This design comes from an exercise in tuning for small area on the open sky130 flow, not from production work. RTL that was checked went through simulation tests only; none was proved equivalent to the original. Power is estimated from default activity; no workload was simulated.

==> inputs of run B <==
## uart_top
module uart_top (
  input  logic        pclk,
  input  logic        presetn,
  input  logic        psel,
  input  logic        penable,
  input  logic        pwrite,
  input  logic [31:0] paddr,
  input  logic [31:0] pwdata,
  input  logic        uart_rxd,
  output logic        pready,
  output logic [31:0] prdata,
  output logic        uart_txd,
  output logic        uart_intpt
);
Settings: LEC_CHECK=0, CAP_MARGIN=0, CORE_MARGIN=2, CORE_UTILIZATION=65, SLEW_MARGIN=0; clock period 10.0 ns.
standard.sh (not shown) runs the stock make flow with config.mk's settings and CLKGATE_MAP_FILE= SYNTH_SCRIPT=/design/flow/synth_recipe.tcl, a recipe that flattens the netlist after the stock synthesis.
==> flow/flow/run.sh <==
#!/bin/bash
# The standard layout (standard.sh) with these changes:
#  - port buffers are buf_1 cells;
#  - before global placement, cells are swapped for same-area variants with more drive
#    (flow/same_area_upsize.tcl);
#  - clock tree synthesis uses clkbuf_16 cells on clusters of up to 30 sinks and inserts no
#    dummy loads.
# The full output of the flow goes to standard.log.
set -euo pipefail
export BUFFER_PORTS_ARGS="-buffer_cell sky130_fd_sc_hd__buf_1"
export PRE_GLOBAL_PLACE_TCL="$PWD/flow/same_area_upsize.tcl"
export CTS_ARGS="-sink_clustering_enable -repair_clock_nets -sink_clustering_size 30 -sink_clustering_max_diameter 100 -buf_list sky130_fd_sc_hd__clkbuf_16 -dont_use_dummy_load"
bash standard.sh finish > standard.log 2>&1
==> flow/flow/same_area_upsize.tcl <==
# Swap cells for the variant of the same area with the larger drive (and max capacitance),
# so that fewer nets need repair buffers. Registers are not touched.
set swaps {
  sky130_fd_sc_hd__o21ai_0   sky130_fd_sc_hd__o21ai_1
  sky130_fd_sc_hd__a21boi_0  sky130_fd_sc_hd__a21boi_1
  sky130_fd_sc_hd__and2_0    sky130_fd_sc_hd__and2_1
  sky130_fd_sc_hd__o311ai_0  sky130_fd_sc_hd__o311ai_1
  sky130_fd_sc_hd__or2_0     sky130_fd_sc_hd__or2_1
}
set n 0
foreach inst [get_cells *] {
  set ref [get_property $inst ref_name]
  set i [lsearch -exact $swaps $ref]
  if { $i >= 0 && $i % 2 == 0 } {
    replace_cell $inst [lindex $swaps [expr {$i + 1}]]
    incr n
  }
}
puts "same_area_upsize: swapped $n cells"
==> run A: changes against run B <==
--- a/flow/design.v
+++ b/flow/design.v
@@ -55,22 +55,28 @@
   logic        inc_rx, inc_tx;    
   logic        comp_rx, comp_tx;
   logic        tx_idle;
   assign comp_rx = (cnt_rx == comp_value);
   assign comp_tx = (cnt_tx == comp_value);
   always_ff @(posedge pclk) begin
     cnt_rx <= (~presetn | ~urrst | comp_rx) ? 15'd1 : cnt_rx + 15'd1;
-    cnt_tx <= (~presetn | tx_idle | comp_tx) ? 15'd1 : cnt_tx + 15'd1;
-  end
-  always_ff @(posedge pclk) begin
-    bc_rx  <= presetn ? bc_rx + comp_rx : 5'd0;
-    bc_tx  <= presetn ? bc_tx + comp_tx : 5'd0;
-    inc_rx <= comp_rx & bc_rx[0];
-    inc_tx <= comp_tx & bc_tx[0];
+    cnt_tx <= (tx_idle | comp_tx) ? 15'd1 : cnt_tx + 15'd1;
   end
+  always_ff @(posedge pclk or negedge presetn)
+    if (!presetn) begin
+      bc_rx   <= 5'd0;
+      bc_tx   <= 5'd0;
+      inc_rx  <= 1'b0;
+      inc_tx  <= 1'b0;
+    end else begin
+      bc_rx   <= bc_rx + comp_rx;
+      bc_tx   <= bc_tx + comp_tx;
+      inc_rx  <= comp_rx & bc_rx[0];
+      inc_tx  <= comp_tx & bc_tx[0];
+    end
   logic [3:0] sc;
   assign sc = bc_rx[4:1];
   logic voting_edge, sample_edge, transmit_edge;
   assign voting_edge   = inc_rx & urrst & ((sc == 4'd6) | (sc == 4'd7) | (sc == 4'd8));
   assign sample_edge   = inc_rx & urrst & (sc == 4'd9);
   assign transmit_edge = inc_tx & ~tx_idle & (bc_tx[4:1] == 4'd15);
   logic dr, oe, pe, fe, bi, thre, temt;
@@ -79,51 +85,51 @@
   logic rx_fifo_empty, rx_fifo_full, tx_fifo_empty;
   logic [9:0] rx_head;
   logic [10:0] rbr;
   logic rbrf;
   always_ff @(posedge pclk or negedge presetn)
     if (!presetn) begin
       dr   <= 1'b0;
+      oe   <= 1'b0;
       pe   <= 1'b0;
       fe   <= 1'b0;
       bi   <= 1'b0;
       thre <= 1'b1;
+      temt <= 1'b1;
     end else begin
       if (fifoen) begin
         pe <= (rbr[8] | pe) & ~rbr_rd_en;
         fe <= (rbr[9] | fe) & ~rbr_rd_en;
         dr <= ~rx_fifo_empty;
         bi <= 1'b0;
+        oe <= ((rx_fifo_full & receive_done) | oe) & ~rbr_rd_en;
       end else begin
         pe <= ((parity_error & receive_done) | pe) & ~rbr_rd_en;
         fe <= ((frame_error & receive_done) | fe) & ~rbr_rd_en;
         dr <= (receive_done | dr) & ~rbr_rd_en;
         bi <= (uart_break | bi) & ~rbr_rd_en;
+        oe <= rbrf & receive_done;
       end
       thre <= ~thr_wr_en & ((~fifoen & tsr_load) | (fifoen & tx_fifo_empty) | thre);
+      if (shift_cnt_eq) temt <= thre;
     end
-  always_ff @(posedge pclk) begin
-    oe   <= presetn & (fifoen ? (((rx_fifo_full & receive_done) | oe) & ~rbr_rd_en)
-                              : (rbrf & receive_done));
-    temt <= ~presetn | (shift_cnt_eq ? thre : temt);
-  end
   logic [7:0] thr;
   logic [7:0] txm [0:15];
   logic [4:0] twp, trp;
   logic       t_wr, t_rd;
   assign tx_fifo_empty = (twp == trp);
   assign t_wr = thr_wr_en & fifoen & ~((twp[3:0] == trp[3:0]) & (twp[4] ^ trp[4]));
   assign t_rd = tsr_load & fifoen & ~tx_fifo_empty;
   always_ff @(posedge pclk)
     if (~presetn | (thr_wr_en & ~fifoen)) thr <= pw[7:0];
   for (genvar i = 0; i < 16; i++) begin : g_txm
     always_ff @(posedge pclk)
       if (~presetn | (t_wr & (twp[3:0] == i))) txm[i] <= pw[7:0];
   end
-  always_ff @(posedge pclk)
+  always_ff @(posedge pclk or negedge presetn)
     if (!presetn) begin
       twp <= 5'd0;
       trp <= 5'd0;
     end else if (txclr) begin
       twp <= {4'd0, twp[3:0] == 4'd0};
       trp <= {4'd0, twp[3:0] == 4'd0};
     end else begin
@@ -143,27 +149,28 @@
   assign r_rd = rbr_rd_en & fifoen & ~rx_fifo_empty;
   logic [9:0] rx_din;
   assign rx_din = {frame_error, parity_error, rsr_data} & {10{presetn}};
   for (genvar i = 0; i < 16; i++) begin : g_rxm
     always_ff @(posedge pclk)
       if (~presetn | (r_wr & (rwp[3:0] == i))) rxm[i] <= rx_din;
   end
-  always_ff @(posedge pclk)
+  always_ff @(posedge pclk or negedge presetn)
     if (!presetn) begin
       rwp <= 5'd0;
       rrp <= 5'd0;
     end else if (rxclr) begin
       rwp <= {4'd0, rwp[3:0] == 4'd0};
       rrp <= {4'd0, rwp[3:0] == 4'd0};
     end else begin
       rwp <= rwp + r_wr;
       rrp <= rrp + r_rd;
     end
-  always_ff @(posedge pclk)
-    rbrf <= presetn & (receive_done | rbrf) & ~rbr_rd_en;
+  always_ff @(posedge pclk or negedge presetn)
+    if (!presetn) rbrf <= 1'b0;
+    else          rbrf <= (receive_done | rbrf) & ~rbr_rd_en;
   always_ff @(posedge pclk)
     if (~presetn | (receive_done & ~rbrf & ~fifoen)) just_rbr <= rx_din[7:0];
   assign rx_head = rxm[rrp[3:0]];
   assign rbr = fifoen ? (dr ? {1'b0, rx_head} : 11'b0) : {3'b0, just_rbr};
   logic [3:0] rx_cnt;
   logic       below_level;
   assign rx_cnt = rwp[3:0] - rrp[3:0];
@@ -217,21 +224,21 @@
       default: begin tdata_m = tx_data;               shift_data = {stb, 1'b1, tx_data, 1'b0}; end
     endcase
   logic parity_gen;
   assign parity_gen = sp ? ~eps : (eps ? ^tdata_m : ~^tdata_m);
   always_ff @(posedge pclk or negedge presetn)
     if (!presetn) begin
       tstate <= T_IDLE;
+      tx_cnt <= 4'd0;
+      parity <= 1'b0;
     end else begin
       tstate <= tnext;
+      tx_cnt <= shift_count_clr ? 4'd0 : tx_cnt + shift_count_en;
+      if (tsr_load & pen) parity <= parity_gen;
     end
-  always_ff @(posedge pclk) begin
-    tx_cnt <= (~presetn | shift_count_clr) ? 4'd0 : tx_cnt + shift_count_en;
-    if (~presetn | (tsr_load & pen)) parity <= parity_gen & presetn;
-  end
   always_ff @(posedge pclk)
     if (tsr_load)      tsr <= shift_data;
     else if (shift_en) tsr <= {1'b0, tsr[10:1]};
   logic tx_bit;
   assign tx_bit   = st_par ? parity : tsr[0];
   assign uart_txd = loop | st_idle | st_start | tx_bit;
   logic loop_txd;
@@ -262,24 +269,24 @@
     endcase
   assign receive_done = (rs_wait & ~all_zero & rx_data) | (rs_break & rx_data);
   assign uart_break   = rs_break & ~rx_data;
   logic serial_in;
   assign serial_in = loop ? loop_txd : uart_rxd;
   always_ff @(posedge pclk or negedge presetn)
     if (!presetn) begin
+      rstate <= R_IDLE;
       vote   <= 3'b0;
       rsh    <= 10'b0;
     end else begin
+      rstate <= rnext;
       if (~rs_idle & voting_edge)   vote <= {serial_in, vote[2:1]};
       if (rs_recv & sample_edge)    rsh  <= {rx_data, rsh[9:1]};
     end
-  always_ff @(posedge pclk) begin
-    rstate <= presetn ? rnext : R_IDLE;
-    fcnt   <= ~rs_recv ? 4'd0 : fcnt + sample_edge;
-  end
+  always_ff @(posedge pclk)
+    fcnt <= ~rs_recv ? 4'd0 : fcnt + sample_edge;
   always_comb
     case ({pen, wls})
       3'b000: rsr_data = {3'b0, rsh[8:4]};
       3'b001: rsr_data = {2'b0, rsh[8:3]};
       3'b010: rsr_data = {1'b0, rsh[8:2]};
       3'b011: rsr_data = rsh[8:1];
       3'b100: rsr_data = {3'b0, rsh[7:3]};
==> flow/flow/run.sh (replaced) <==
#!/bin/bash
set -euo pipefail
export BUFFER_PORTS_ARGS="-buffer_cell sky130_fd_sc_hd__buf_1"
export CTS_ARGS="-sink_clustering_enable -repair_clock_nets -sink_clustering_size 30 -sink_clustering_max_diameter 100 -buf_list sky130_fd_sc_hd__clkbuf_16 -dont_use_dummy_load"
bash standard.sh finish > standard.log 2>&1
==> flow/config.mk (replaced) <==
export PLATFORM = sky130hd
export DESIGN_NAME = uart_top
export DESIGN_NICKNAME = uart_top
export VERILOG_FILES = /design/flow/design.v
export SDC_FILE = /design/flow/constraint.sdc
export NUM_CORES = 4
export LEC_CHECK = 0
export CAP_MARGIN = 0
export CORE_MARGIN = 2
export CORE_UTILIZATION = 72
export SLEW_MARGIN = 0
removed: flow/flow/same_area_upsize.tcl
==> run G: changes against run B <==
==> flow/flow/run.sh (replaced) <==
#!/bin/bash
# The standard layout (standard.sh) with these changes:
#  - port buffers are buf_1 cells;
#  - before global placement, cells are swapped for same-area variants with more drive
#    (flow/same_area_upsize.tcl);
#  - clock tree synthesis uses clkbuf_16 cells on clusters of up to 30 sinks and inserts no
#    dummy loads.
# The full output of the flow goes to standard.log.
set -euo pipefail
export BUFFER_PORTS_ARGS="-buffer_cell sky130_fd_sc_hd__buf_1"
export PRE_GLOBAL_PLACE_TCL="$PWD/flow/same_area_upsize.tcl"
export CTS_ARGS="-sink_clustering_enable -repair_clock_nets -sink_clustering_size 24 -sink_clustering_max_diameter 100 -buf_list {sky130_fd_sc_hd__clkbuf_8 sky130_fd_sc_hd__clkbuf_16} -dont_use_dummy_load"
bash standard.sh finish > standard.log 2>&1
==> run E: changes against run B <==
--- a/flow/design.v
+++ b/flow/design.v
@@ -55,22 +55,28 @@
   logic        inc_rx, inc_tx;    
   logic        comp_rx, comp_tx;
   logic        tx_idle;
   assign comp_rx = (cnt_rx == comp_value);
   assign comp_tx = (cnt_tx == comp_value);
   always_ff @(posedge pclk) begin
     cnt_rx <= (~presetn | ~urrst | comp_rx) ? 15'd1 : cnt_rx + 15'd1;
-    cnt_tx <= (~presetn | tx_idle | comp_tx) ? 15'd1 : cnt_tx + 15'd1;
-  end
-  always_ff @(posedge pclk) begin
-    bc_rx  <= presetn ? bc_rx + comp_rx : 5'd0;
-    bc_tx  <= presetn ? bc_tx + comp_tx : 5'd0;
-    inc_rx <= comp_rx & bc_rx[0];
-    inc_tx <= comp_tx & bc_tx[0];
+    cnt_tx <= (tx_idle | comp_tx) ? 15'd1 : cnt_tx + 15'd1;
   end
+  always_ff @(posedge pclk or negedge presetn)
+    if (!presetn) begin
+      bc_rx   <= 5'd0;
+      bc_tx   <= 5'd0;
+      inc_rx  <= 1'b0;
+      inc_tx  <= 1'b0;
+    end else begin
+      bc_rx   <= bc_rx + comp_rx;
+      bc_tx   <= bc_tx + comp_tx;
+      inc_rx  <= comp_rx & bc_rx[0];
+      inc_tx  <= comp_tx & bc_tx[0];
+    end
   logic [3:0] sc;
   assign sc = bc_rx[4:1];
   logic voting_edge, sample_edge, transmit_edge;
   assign voting_edge   = inc_rx & urrst & ((sc == 4'd6) | (sc == 4'd7) | (sc == 4'd8));
   assign sample_edge   = inc_rx & urrst & (sc == 4'd9);
   assign transmit_edge = inc_tx & ~tx_idle & (bc_tx[4:1] == 4'd15);
   logic dr, oe, pe, fe, bi, thre, temt;
@@ -262,24 +268,24 @@
     endcase
   assign receive_done = (rs_wait & ~all_zero & rx_data) | (rs_break & rx_data);
   assign uart_break   = rs_break & ~rx_data;
   logic serial_in;
   assign serial_in = loop ? loop_txd : uart_rxd;
   always_ff @(posedge pclk or negedge presetn)
     if (!presetn) begin
+      rstate <= R_IDLE;
       vote   <= 3'b0;
       rsh    <= 10'b0;
     end else begin
+      rstate <= rnext;
       if (~rs_idle & voting_edge)   vote <= {serial_in, vote[2:1]};
       if (rs_recv & sample_edge)    rsh  <= {rx_data, rsh[9:1]};
     end
-  always_ff @(posedge pclk) begin
-    rstate <= presetn ? rnext : R_IDLE;
-    fcnt   <= ~rs_recv ? 4'd0 : fcnt + sample_edge;
-  end
+  always_ff @(posedge pclk)
+    fcnt <= ~rs_recv ? 4'd0 : fcnt + sample_edge;
   always_comb
     case ({pen, wls})
       3'b000: rsr_data = {3'b0, rsh[8:4]};
       3'b001: rsr_data = {2'b0, rsh[8:3]};
       3'b010: rsr_data = {1'b0, rsh[8:2]};
       3'b011: rsr_data = rsh[8:1];
       3'b100: rsr_data = {3'b0, rsh[7:3]};
==> flow/flow/run.sh (replaced) <==
#!/bin/bash
set -euo pipefail
export BUFFER_PORTS_ARGS="-buffer_cell sky130_fd_sc_hd__buf_1"
export CTS_ARGS="-sink_clustering_enable -repair_clock_nets -sink_clustering_size 30 -sink_clustering_max_diameter 100 -buf_list sky130_fd_sc_hd__clkbuf_16 -dont_use_dummy_load"
bash standard.sh finish > standard.log 2>&1
--- a/flow/config.mk
+++ b/flow/config.mk
@@ -4,8 +4,11 @@
 export VERILOG_FILES = /design/flow/design.v
 export SDC_FILE = /design/flow/constraint.sdc
 export NUM_CORES = 4
 export LEC_CHECK = 0
 export CAP_MARGIN = 0
 export CORE_MARGIN = 2
 export CORE_UTILIZATION = 65
+export CTS_BUF_LIST = sky130_fd_sc_hd__clkbuf_8
+export CTS_CLUSTER_DIAMETER = 50
+export CTS_CLUSTER_SIZE = 20
 export SLEW_MARGIN = 0
removed: flow/flow/same_area_upsize.tcl
==> comparison <==
- Run A ran to the end with no violations. Run G ran to the end with no violations. Run B completed with no timing, DRC or antenna violations. Run E completed without violations.
- Against run B, the critical path depth of run E is lower by 2.
- In run A the non-clock buffer count is higher than in run G, by 5.
- Between run B and run E, the lower first-iteration DRC count is in run E (gap 0.29%, measured against run E).
- Between run B and run G, the lower global-route usage is in run B (gap 0.17 points).
- In run G the final area is lower than in run E, by about 0.8%.
- Sequential share of layout area: run E < run G < run B < run A.
- Of run A and run B, run B has the higher die area (gap 9.1%, measured against run B).
==> figures <==
| item | run A | run G | run E | run B |
|---|---|---|---|---|
| Net Sw Frac | 24.7% | 23.2% | 23.2% | 23.2% |
| Iteration count of the initial detailed-routing pass | 7 | 6 | 7 | 5 |
| Combinational-cell power consumption | 0.406 mW | 0.287 mW | 0.291 mW | 0.287 mW |
| Placement Cell Area | 20800 um^2 | 20600 um^2 | 20900 um^2 | 20600 um^2 |
| Total die area | 29600 um^2 | 32600 um^2 | 32800 um^2 | 32600 um^2 |
| Max Clock Skew | 0.0645 ns | 0.0625 ns | 0.0289 ns | 0.0210 ns |
| Number of clock buffers in the layout | 18 | 22 | 18 | 18 |
| Sequential element share of the synthesized area | 62.5% | 61.8% | 61.7% | 61.8% |
| Most common cell type on the critical path | - | a221oi_1 | buf_1 | a221oi_1 |
| Slew @ Worst Pin | 1.22 ns | 1.30 ns | 1.30 ns | 1.32 ns |
| Final core utilization | 76.5% | 69.1% | 69.4% | 68.7% |
| Result of the run | complete, no violations | complete, no violations | complete, no violations | complete, no violations |
| IR drop worst, VDD | 0.166 mV | 0.206 mV | 0.149 mV | 0.164 mV |
| Sum of internal, switching and leakage power | 3.42 mW | 3.38 mW | 3.29 mW | 3.29 mW |
| Count of vias placed by the detailed router | 13700 | 13500 | 13600 | 13500 |
| Highest Clock Rate | 163 MHz | 170 MHz | 156 MHz | 171 MHz |
The RTL of run E was laid out without a check of its function.

[separate check: timing with driven ports]
The results above use ideal ports. As a check the final layouts listed here were re-extracted and re-timed, cells and wires unchanged.
Step 1, drivers: a clkbuf_16 drives pclk and a buf_2 each remaining input, both assumed.
Step 2, shift: input delay + t, output delay - t, t = (earliest + latest rising clock arrival at the registers) / 2. This alone moves slack from input paths to output paths.
Three values: ideal ports, drivers, drivers and shift; two values: the first two.
| run | shift t [ns] | slack for setup (ns) | hold WS [ns] | worst setup path after step 2 |
|---|---|---|---|---|
| run B | 0.581 | 4.146 / 4.094 / 4.130 | 0.461 / 0.461 / 0.461 | input to output |
| run A | 0.575 | 3.849 / 3.797 / 3.914 | 0.459 / 0.459 / 0.459 | input to output |
| run G | 0.587 | 4.101 / 4.049 / 4.131 | 0.456 / 0.456 / 0.456 | input to output |
| run E | 0.581 | 3.575 / 3.549 / 3.549 | 0.470 / 0.470 / 0.470 | input to output |
After both steps setup and hold are still met in every run listed. For run E, which loses most, drivers alone change the setup slack by -0.026 ns; drivers and shift together by -0.026 ns.
